What follows belongs to an exercise in optimizing a design on an open flow for small area; a production flow would make more cautious choices.
In this exercise RTL edits were held to simulation tests only and were not proved equivalent to the original.
No activity file was given, so power comes from the tool's default toggle rates.

==> inputs of v27 <==
## qar_core
module qar_core #(
    parameter IMEM_DEPTH        = 64,
    parameter DMEM_DEPTH        = 256,
    parameter USE_INTERNAL_IMEM = 0,
    parameter USE_INTERNAL_DMEM = 0,
    parameter IMEM_DATA_WIDTH   = 32,
    parameter DMEM_DATA_WIDTH   = 32,
    parameter ICACHE_ENTRIES    = 0
) (
    input  wire        clk,
    input  wire        rst_n,
    output wire        imem_valid,
    output wire [31:0] imem_addr,
    input  wire        imem_ready,
    input  wire [IMEM_DATA_WIDTH-1:0] imem_rdata,
    output wire        mem_valid,
    output wire        mem_we,
    output wire [31:0] mem_addr,
    output wire [DMEM_DATA_WIDTH-1:0] mem_wdata,
    input  wire        mem_ready,
    input  wire [DMEM_DATA_WIDTH-1:0] mem_rdata,
    input  wire        irq_timer,
    input  wire        irq_external,
    output reg         irq_timer_ack,
    output reg         irq_external_ack,
    input  wire [31:0] gpio_in,
    output wire [31:0] gpio_out,
    output wire [31:0] gpio_dir,
    output wire        gpio_irq,
    output wire        uart_tx,
    input  wire        uart_rx,
    output wire        uart_de,
    output wire        uart_re,
    output wire        spi_sck,
    output wire        spi_mosi,
    input  wire        spi_miso,
    output wire [3:0]  spi_cs_n,
    output wire        i2c_scl,
    output wire        i2c_sda_out,
    input  wire        i2c_sda_in,
    output wire        i2c_sda_oe,
    input  wire [11:0] adc_ch0,
    input  wire [11:0] adc_ch1,
    input  wire [11:0] adc_ch2,
    input  wire [11:0] adc_ch3
);
export LEC_CHECK = 0
export CAP_MARGIN = 35
export CORE_MARGIN = 2
export CORE_UTILIZATION = 52
export SETUP_SLACK_MARGIN = 0.1
export SLEW_MARGIN = 30
create_clock -name core_clock -period 13.0 [get_ports {clk}]
standard.sh (not shown) runs the stock make flow with config.mk's settings and CLKGATE_MAP_FILE= SYNTH_SCRIPT=/design/flow/synth_recipe.tcl, a recipe that flattens the netlist after the stock synthesis.
==> flow/flow/run.sh <==
#!/bin/bash
# Layout flow: the standard ORFS flow (standard.sh), with these changes:
#  1. synthesis maps the combinational logic with an area-oriented ABC script
#     (flow/area.abc) instead of ORFS's delay-oriented one. Everything else in
#     synthesis is the standard flow's own script, so the registers (names, count, cell
#     types) are exactly those of the standard synthesis: ABC only maps the
#     logic between them.
#  2. clock tree: clkbuf_16 buffers, sink clusters of at most 24 sinks within
#     100 um, no dummy loads (CTS_ARGS below).
#  3. (optional, OWN_PORT_BUFFER) the cell used for the port buffers.
# Every tool's output goes to the ORFS logs under orfs/logs/, and make's
# output to flow_make.log in this folder.
set -euo pipefail
W=$(pwd)

# ORFS synth.tcl, with the ABC call given our script
sed 's|^  log_cmd abc {\*}\$abc_args$|  lset abc_args 1 $::env(OWN_ABC_SCRIPT)\n  log_cmd abc {*}$abc_args|' \
    "$FLOW_HOME/scripts/synth.tcl" > "$W/own_synth_core.tcl"
grep -q 'OWN_ABC_SCRIPT' "$W/own_synth_core.tcl"
# The standard flow's synthesis wrapper, sourcing the synth.tcl above
sed "s|source \$::env(SCRIPTS_DIR)/synth.tcl|source $W/own_synth_core.tcl|" \
    "$W/synth_recipe.tcl" > "$W/own_synth.tcl"
grep -q 'own_synth_core' "$W/own_synth.tcl"

export OWN_ABC_SCRIPT="$W/flow/area.abc"
export CTS_ARGS="-sink_clustering_enable -repair_clock_nets -sink_clustering_size 24 -sink_clustering_max_diameter 100 -buf_list sky130_fd_sc_hd__clkbuf_16 -dont_use_dummy_load"

if [[ -f "$W/flow/port_buffer" ]]; then
    export BUFFER_PORTS_ARGS="-buffer_cell $(cat "$W/flow/port_buffer")"
fi

bash "$W/standard.sh" SYNTH_SCRIPT="$W/own_synth.tcl" finish > "$W/flow_make.log" 2>&1
==> flow/flow/area.abc <==
&get -n
&st
&dc2
&dch -f
&nf -R 1000 -a
&put
topo
stime -c
dnsize -c
==> flow/flow/port_buffer <==
sky130_fd_sc_hd__buf_1
==> v30 (differences from v27) <==
--- a/flow/flow/run.sh
+++ b/flow/flow/run.sh
@@ -7,3 +7,3 @@
 #     logic between them.
-#  2. clock tree: clkbuf_16 buffers, sink clusters of at most 24 sinks within
+#  2. clock tree: clkbuf_16 buffers, sink clusters of at most 20 sinks within
 #     100 um, no dummy loads (CTS_ARGS below).
@@ -25,3 +25,3 @@
 export OWN_ABC_SCRIPT="$W/flow/area.abc"
-export CTS_ARGS="-sink_clustering_enable -repair_clock_nets -sink_clustering_size 24 -sink_clustering_max_diameter 100 -buf_list sky130_fd_sc_hd__clkbuf_16 -dont_use_dummy_load"
+export CTS_ARGS="-sink_clustering_enable -repair_clock_nets -sink_clustering_size 20 -sink_clustering_max_diameter 100 -buf_list sky130_fd_sc_hd__clkbuf_16 -dont_use_dummy_load"
 
Settings changed: SETUP_SLACK_MARGIN 0.1 to 0.3.
==> notes <==
Against v27, the clock skew of v30 is higher by 0.024 ns.
Flip-flop and latch count is the same in v30 and v27.
Between v30 and v27, the lower sequential share of layout area is in v30 (gap 0.30 points).
In v30 the worst hold slack is worse than in v27, by 0.0022 ns.
v27 finished with timing, DRC and antenna clean. v30 produced a clean layout.
Between v30 and v27, the lower cell count is in v27 (gap 0.39%, measured against v27).
Of v27 and v30, v30 has the higher fmax (gap about 3%, measured against v30).
Core utilization: v27 is lower than v30 (0.33 points).

==> build 51 <==
qar_core, a different RTL version from the one above (not shown whole).
export LEC_CHECK = 0
export CAP_MARGIN = 35
export CORE_MARGIN = 2
export CORE_UTILIZATION = 52
export SETUP_SLACK_MARGIN = 0.1
export SLEW_MARGIN = 30
create_clock -name core_clock -period 13.0 [get_ports {clk}]
==> flow/flow/run.sh <==
#!/bin/bash
# Layout flow: the standard ORFS flow (standard.sh), with these changes:
#  1. synthesis maps the combinational logic with an area-oriented ABC script
#     (flow/area.abc) instead of ORFS's delay-oriented one. Everything else in
#     synthesis is the standard flow's own script, so the registers (names, count, cell
#     types) are exactly those of the standard synthesis: ABC only maps the
#     logic between them.
#  2. clock tree: clkbuf_16 buffers, sink clusters of at most 24 sinks within
#     100 um, no dummy loads (CTS_ARGS below).
#  3. (optional, OWN_PORT_BUFFER) the cell used for the port buffers.
# Every tool's output goes to the ORFS logs under orfs/logs/, and make's
# output to flow_make.log in this folder.
set -euo pipefail
W=$(pwd)

# ORFS synth.tcl, with the ABC call given our script
sed 's|^  log_cmd abc {\*}\$abc_args$|  lset abc_args 1 $::env(OWN_ABC_SCRIPT)\n  log_cmd abc {*}$abc_args|' \
    "$FLOW_HOME/scripts/synth.tcl" > "$W/own_synth_core.tcl"
grep -q 'OWN_ABC_SCRIPT' "$W/own_synth_core.tcl"
# The standard flow's synthesis wrapper, sourcing the synth.tcl above
sed "s|source \$::env(SCRIPTS_DIR)/synth.tcl|source $W/own_synth_core.tcl|" \
    "$W/synth_recipe.tcl" > "$W/own_synth.tcl"
grep -q 'own_synth_core' "$W/own_synth.tcl"

export OWN_ABC_SCRIPT="$W/flow/area.abc"
export CTS_ARGS="-sink_clustering_enable -repair_clock_nets -sink_clustering_size 24 -sink_clustering_max_diameter 100 -buf_list sky130_fd_sc_hd__clkbuf_16 -dont_use_dummy_load"

if [[ -f "$W/flow/port_buffer" ]]; then
    export BUFFER_PORTS_ARGS="-buffer_cell $(cat "$W/flow/port_buffer")"
fi

bash "$W/standard.sh" SYNTH_SCRIPT="$W/own_synth.tcl" finish > "$W/flow_make.log" 2>&1
Scripts as last shown in full above: flow/flow/area.abc, flow/flow/port_buffer
==> trial 34: changes against build 51 <==
--- a/flow/flow/run.sh
+++ b/flow/flow/run.sh
@@ -7,3 +7,3 @@
 #     logic between them.
-#  2. clock tree: clkbuf_16 buffers, sink clusters of at most 24 sinks within
+#  2. clock tree: clkbuf_16 buffers, sink clusters of at most 20 sinks within
 #     100 um, no dummy loads (CTS_ARGS below).
@@ -25,3 +25,3 @@
 export OWN_ABC_SCRIPT="$W/flow/area.abc"
-export CTS_ARGS="-sink_clustering_enable -repair_clock_nets -sink_clustering_size 24 -sink_clustering_max_diameter 100 -buf_list sky130_fd_sc_hd__clkbuf_16 -dont_use_dummy_load"
+export CTS_ARGS="-sink_clustering_enable -repair_clock_nets -sink_clustering_size 20 -sink_clustering_max_diameter 100 -buf_list sky130_fd_sc_hd__clkbuf_16 -dont_use_dummy_load"
 
--- a/flow/config.mk
+++ b/flow/config.mk
@@ -10,3 +10,3 @@
 export CORE_UTILIZATION = 52
-export SETUP_SLACK_MARGIN = 0.1
+export SETUP_SLACK_MARGIN = 0.3
 export SLEW_MARGIN = 30
==> PnR_summary.wiki <==
{| class="wikitable"
! Metric !! Value
|-
| Run status || finished clean
|-
| Final setup skew || 0.188 ns
|-
| Peak fanout along the critical path || 31
|-
| Total placed cells including tap cells || 27,500
|-
| Clock buffers || 266
|-
| Post-DP HPWL || 783 mm
|-
| Register share of total power || 42.7%
|}
the above is filed under build 51

==> PnR_summary.wiki <==
{| class="wikitable"
! Metric !! Value
|-
| Run status || finished clean
|-
| Register share of total power || 42.2%
|-
| Clock buffers || 306
|-
| Total placed cells including tap cells || 27,500
|}
the above is filed under trial 34


==> inputs of run a <==
qar_core, a different RTL version from the one above (not shown whole).
Settings: LEC_CHECK=0, CAP_MARGIN=35, CORE_MARGIN=2, CORE_UTILIZATION=40, SLEW_MARGIN=30; clock period 13.0 ns.
run.sh (not shown) runs the stock make flow with config.mk's settings and CLKGATE_MAP_FILE= SYNTH_SCRIPT=/design/flow/synth_recipe.tcl, a recipe that flattens the netlist after the stock synthesis.
Stock flow here: none of the scripts above is used.
==> run b: changes against run a <==
CORE_UTILIZATION = 65   (was 40)
CTS_BUF_LIST = sky130_fd_sc_hd__clkbuf_8   (was default)
==> results.rst <==
.. list-table::
   :header-rows: 1

   * - Metric
     - Value
   * - Area of the core
     - 760000 sq um
   * - Startpoint Class
     - register
   * - Number of antenna violations at the first check in global routing
     - 220
   * - Result of the run
     - timing/DRC/antenna clean
   * - Placed Area
     - 324000 sq um
# the run above: run a

==> results.rst <==
.. list-table::
   :header-rows: 1

   * - Metric
     - Value
   * - Result of the run
     - stopped before the end
   * - Placed Area
     - 318000 sq um
   * - Number of antenna violations at the first check in global routing
     - 388
   * - First error
     - [ERROR GRT-0232] Routing congestion too high. Check the congestion heatmap in the GUI.
   * - Pin count of the biggest net entering global routing
     - 188
   * - Last stage the flow got to
     - global routing (5_1_grt)
# the run above: run b

port drivers added, routing unchanged:
The flow's constraints put no driver on any port. The routed layouts listed below were extracted and timed again, unchanged, in two steps. Step 1: set_driving_cell puts a clkbuf_16 on clk and a buf_2 on each other input, an assumption about the parent block. Step 2 also shifts input and output timing later by t, the mid clock arrival at the registers, as if the neighbouring blocks saw the same clock. Three values: ideal, step 1, step 2; two values: the first two.
run	shift t [ns]	slack for setup (ns)	hold WS [ns]
v27	1.135	0.441 / 0.441 / 0.441	0.364 / 0.364 / 0.364
v30	1.147	0.827 / 0.827 / 0.827	0.361 / 0.361 / 0.361
build 51	1.107	0.464 / 0.464 / 0.464	0.364 / 0.364 / 0.364
trial 34	1.153	0.610 / 0.610 / 0.610	0.337 / 0.337 / 0.337
run a	1.312	1.673 / 1.673 / 1.673	0.381 / 0.381 / 0.381
After both steps setup and hold are still met in every run listed.
